What follows belongs to an exercise in optimizing a design on an open flow for small area and few clock cycles; a production flow would make more cautious choices. Function was checked by simulation only, so behaviour that the tests miss may differ from the original.

==> flow/design.v (excerpt) <==
module uBlock_enc_top(
	input			clk,
	input			rstn,
	input	[127:0]	plain0,
	input	[127:0]	plain1,
	input	[127:0]	key0,
	input	[127:0]	key1,
	input			start,
	output	[127:0]	cipher0,
	output	[127:0]	cipher1,
	output			done,
	output	reg		occupied
    );
Size in the first run: ~7700 cells after synthesis, roughly 1200 flip-flops, about 770 I/O pins.
==> flow/config.mk <==
export PLATFORM = sky130hd
export DESIGN_NAME = uBlock_enc_top
export DESIGN_NICKNAME = uBlock_enc_top
export VERILOG_FILES = /design/flow/design.v
export SDC_FILE = /design/flow/constraint.sdc
export NUM_CORES = 4
export LEC_CHECK = 0
export CAP_MARGIN = 20
export CORE_MARGIN = 2
export CORE_UTILIZATION = 50
export SLEW_MARGIN = 20
==> flow/constraint.sdc <==
create_clock -name core_clock -period 10.0 [get_ports {clk}]
set_input_delay 2.0000 -clock core_clock [delete_from_list [all_inputs] [get_ports {clk}]]
set_output_delay 2.0000 -clock core_clock [all_outputs]
set_load 0.01 [all_outputs]
standard.sh (not shown) runs the stock make flow with config.mk's settings and CLKGATE_MAP_FILE= SYNTH_SCRIPT=/design/flow/synth_recipe.tcl, a recipe that flattens the netlist after the stock synthesis.
==> flow/flow/run.sh <==
#!/bin/bash
# The standard layout (standard.sh), except:
#  - synthesis maps with an area-oriented ABC script (flow/area.script, via
#    flow/synth.tcl) and without the adder-extraction step; registers,
#    names and flattening are those of the standard synthesis;
#  - every port gets a buf_1 buffer instead of a clkdlybuf4s50_1;
#  - the clock tree uses small clock buffers and no dummy loads.
set -euo pipefail
W=$PWD
export FLOW_WORK=$W
export FLOW_ABC_SCRIPT=$W/flow/area.script
bash standard.sh \
  SYNTH_SCRIPT=$W/flow/synth.tcl ADDER_MAP_FILE= \
  "BUFFER_PORTS_ARGS=-buffer_cell sky130_fd_sc_hd__buf_1" \
  "CTS_ARGS=-sink_clustering_enable -repair_clock_nets -dont_use_dummy_load -buf_list {sky130_fd_sc_hd__clkbuf_4} -sink_clustering_size 10 -sink_clustering_max_diameter 40" \
  finish > $W/flow_make.log 2>&1
==> flow/flow/area.script <==
strash
&get -n
&st
&dch -f
&nf -a -R 1000
&put
==> flow/flow/synth.tcl <==
# The standard synthesis, with an area-oriented ABC script in place of
# the speed script; everything else (registers, names, flattening) is unchanged.
proc abc {args} {
  set i [lsearch -exact $args -script]
  if {$i >= 0} { lset args [expr {$i + 1}] $::env(FLOW_ABC_SCRIPT) }
  yosys abc {*}$args
}
source $::env(FLOW_WORK)/synth_recipe.tcl
Testbench counts at the start, summed over its fixed seeds: cycles 6,528.
==> next run, changes <==
--- a/flow/flow/run.sh
+++ b/flow/flow/run.sh
@@ -13,4 +13,4 @@
   SYNTH_SCRIPT=$W/flow/synth.tcl ADDER_MAP_FILE= \
   "BUFFER_PORTS_ARGS=-buffer_cell sky130_fd_sc_hd__buf_1" \
-  "CTS_ARGS=-sink_clustering_enable -repair_clock_nets -dont_use_dummy_load -buf_list {sky130_fd_sc_hd__clkbuf_4} -sink_clustering_size 10 -sink_clustering_max_diameter 40" \
+  "CTS_ARGS=-sink_clustering_enable -repair_clock_nets -dont_use_dummy_load -buf_list {sky130_fd_sc_hd__clkbuf_4 sky130_fd_sc_hd__clkbuf_8} -sink_clustering_size 16 -sink_clustering_max_diameter 50" \
   finish > $W/flow_make.log 2>&1
Effect: The new run passed the timing, design-rule and antenna checks; via count is lower by 1.1%; sequential share of layout area went down by 0.19 points; final cell count shrinks by 0.64%; design area rises by 0.60%; register-to-register slack improves by 0.02 ns; routed wire length barely changes.

## run 1
uBlock_enc_top, a different RTL version from the one above (not shown whole).
Size in the first run: about 8200 cells after synthesis, ~1200 flip-flops.
make LEC_CHECK=0 CAP_MARGIN=20 CORE_MARGIN=2 CORE_UTILIZATION=40 SLEW_MARGIN=20 finish   # period 10.0 ns
run.sh (not shown) runs the stock make flow with config.mk's settings and CLKGATE_MAP_FILE= SYNTH_SCRIPT=/design/flow/synth_recipe.tcl, a recipe that flattens the netlist after the stock synthesis.
Stock flow here: none of the scripts above is used.
No stage failed in run 1, and the final checks on the layout all came back clean.
Testbench counts of run 1, summed over its fixed seeds: cycles 6,528.
Edits applied to the flow inputs when going from run 1 to run 2:
==> flow/flow/run.sh (new file) <==
#!/bin/bash
# Standard layout, except: area-oriented ABC mapping in synthesis, buf_1
# port buffers, and a clock tree of small clock buffers without dummy loads.
set -euo pipefail
W=$PWD
export FLOW_WORK=$W
export FLOW_ABC_SCRIPT=$W/flow/area.script
bash standard.sh \
  SYNTH_SCRIPT=$W/flow/synth.tcl \
  "BUFFER_PORTS_ARGS=-buffer_cell sky130_fd_sc_hd__buf_1" \
  "CTS_ARGS=-sink_clustering_enable -repair_clock_nets -dont_use_dummy_load -buf_list {sky130_fd_sc_hd__clkbuf_4 sky130_fd_sc_hd__clkbuf_8} -sink_clustering_size 16 -sink_clustering_max_diameter 50" \
  finish > $W/flow_make.log 2>&1
==> flow/flow/area.script (new file) <==
strash
&get -n
&st
&dch -f
&nf -a -R 1000
&put
==> flow/flow/synth.tcl (new file) <==
# The standard synthesis, with an area-oriented ABC script in place of
# the speed script; everything else (registers, names, flattening) is unchanged.
proc abc {args} {
  set i [lsearch -exact $args -script]
  if {$i >= 0} { lset args [expr {$i + 1}] $::env(FLOW_ABC_SCRIPT) }
  yosys abc {*}$args
}
source $::env(FLOW_WORK)/synth_recipe.tcl
==> flow/standard.sh (new file) <==
#!/bin/bash
# synth_recipe.tcl (not shown) runs the flow's synth.tcl, then flattens the netlist and writes it again
# the make line also repeats each setting of config.mk as NAME=value (left out here)
make -C /OpenROAD-flow-scripts/flow DESIGN_CONFIG=/design/flow/config.mk WORK_HOME=/design/flow/orfs CLKGATE_MAP_FILE= SYNTH_SCRIPT=/design/flow/synth_recipe.tcl "${@:-finish}"
removed: flow/run.sh
Notes after the runs:
- On clock-pin slew reported for the worst setup and hold paths after clock tree synthesis, the higher figure sits with run 2, not run 1.
[inputs] run 3 vs run 2
Settings: setting GPL_TIMING_DRIVEN to 0 for the first time.
diff --git a/flow/flow/run.sh b/flow/flow/run.sh
--- a/flow/flow/run.sh
+++ b/flow/flow/run.sh
@@ -10,3 +10,3 @@
   "BUFFER_PORTS_ARGS=-buffer_cell sky130_fd_sc_hd__buf_1" \
-  "CTS_ARGS=-sink_clustering_enable -repair_clock_nets -dont_use_dummy_load -buf_list {sky130_fd_sc_hd__clkbuf_4 sky130_fd_sc_hd__clkbuf_8} -sink_clustering_size 16 -sink_clustering_max_diameter 50" \
+  "CTS_ARGS=-sink_clustering_enable -repair_clock_nets -dont_use_dummy_load -buf_list {sky130_fd_sc_hd__clkbuf_4 sky130_fd_sc_hd__clkbuf_8} -sink_clustering_size 20 -sink_clustering_max_diameter 60" \
   finish > $W/flow_make.log 2>&1
==> results.txt <==
Diff run 2 -> run 3 | number of clock buffers in the layout | down by more than 10%
Number of buffers and inverters on the critical path: run 3 and run 2 compared, lower one is run 2

afterwards: timing with drivers on the ports:
In the flow no input, the clock included, has a driving cell. The finished layouts below were timed again as built, in two steps.
Step 1 (the two cells are an assumption about what drives the block):
set clk [get_ports {clk}]
set_driving_cell -lib_cell sky130_fd_sc_hd__clkbuf_16 $clk
set_driving_cell -lib_cell sky130_fd_sc_hd__buf_2 [delete_from_list [all_inputs] $clk]
Step 2 moves the port delays by t, midway between the first and last clock arrival at a register: inputs arrive t later, outputs are due t later. That takes back most of the time a late clock gives input paths.
Slacks: ideal ports / drivers / drivers and shift; pairs: ideal ports / drivers.
run	t (ns)	setup slack, ns	hold WS [ns]	worst setup path after step 2	latest minus earliest clock arrival (ns)
the first run of note 1	1.377	2.186 / 2.094 / 3.263	0.431 / 0.431 / 0.431	input to output	0.148 / 0.148
the second run of note 1	0.996	2.553 / 2.459 / 3.258	0.484 / 0.484 / 0.484	input to output	0.095 / 0.094
run 1	0.903	2.262 / 2.227 / 2.227	0.493 / 0.493 / 0.493	input to output	0.036 / 0.037
run 2	1.018	2.013 / 1.918 / 2.936	0.450 / 0.450 / 0.450	register to output	0.146 / 0.146
run 3	1.000	1.622 / 1.530 / 2.530	0.484 / 0.484 / 0.484	register to output	0.149 / 0.149
After both steps setup and hold are still met in every run listed. For run 1, which loses most, drivers alone change the setup slack by -0.035 ns; drivers and shift together by -0.035 ns.
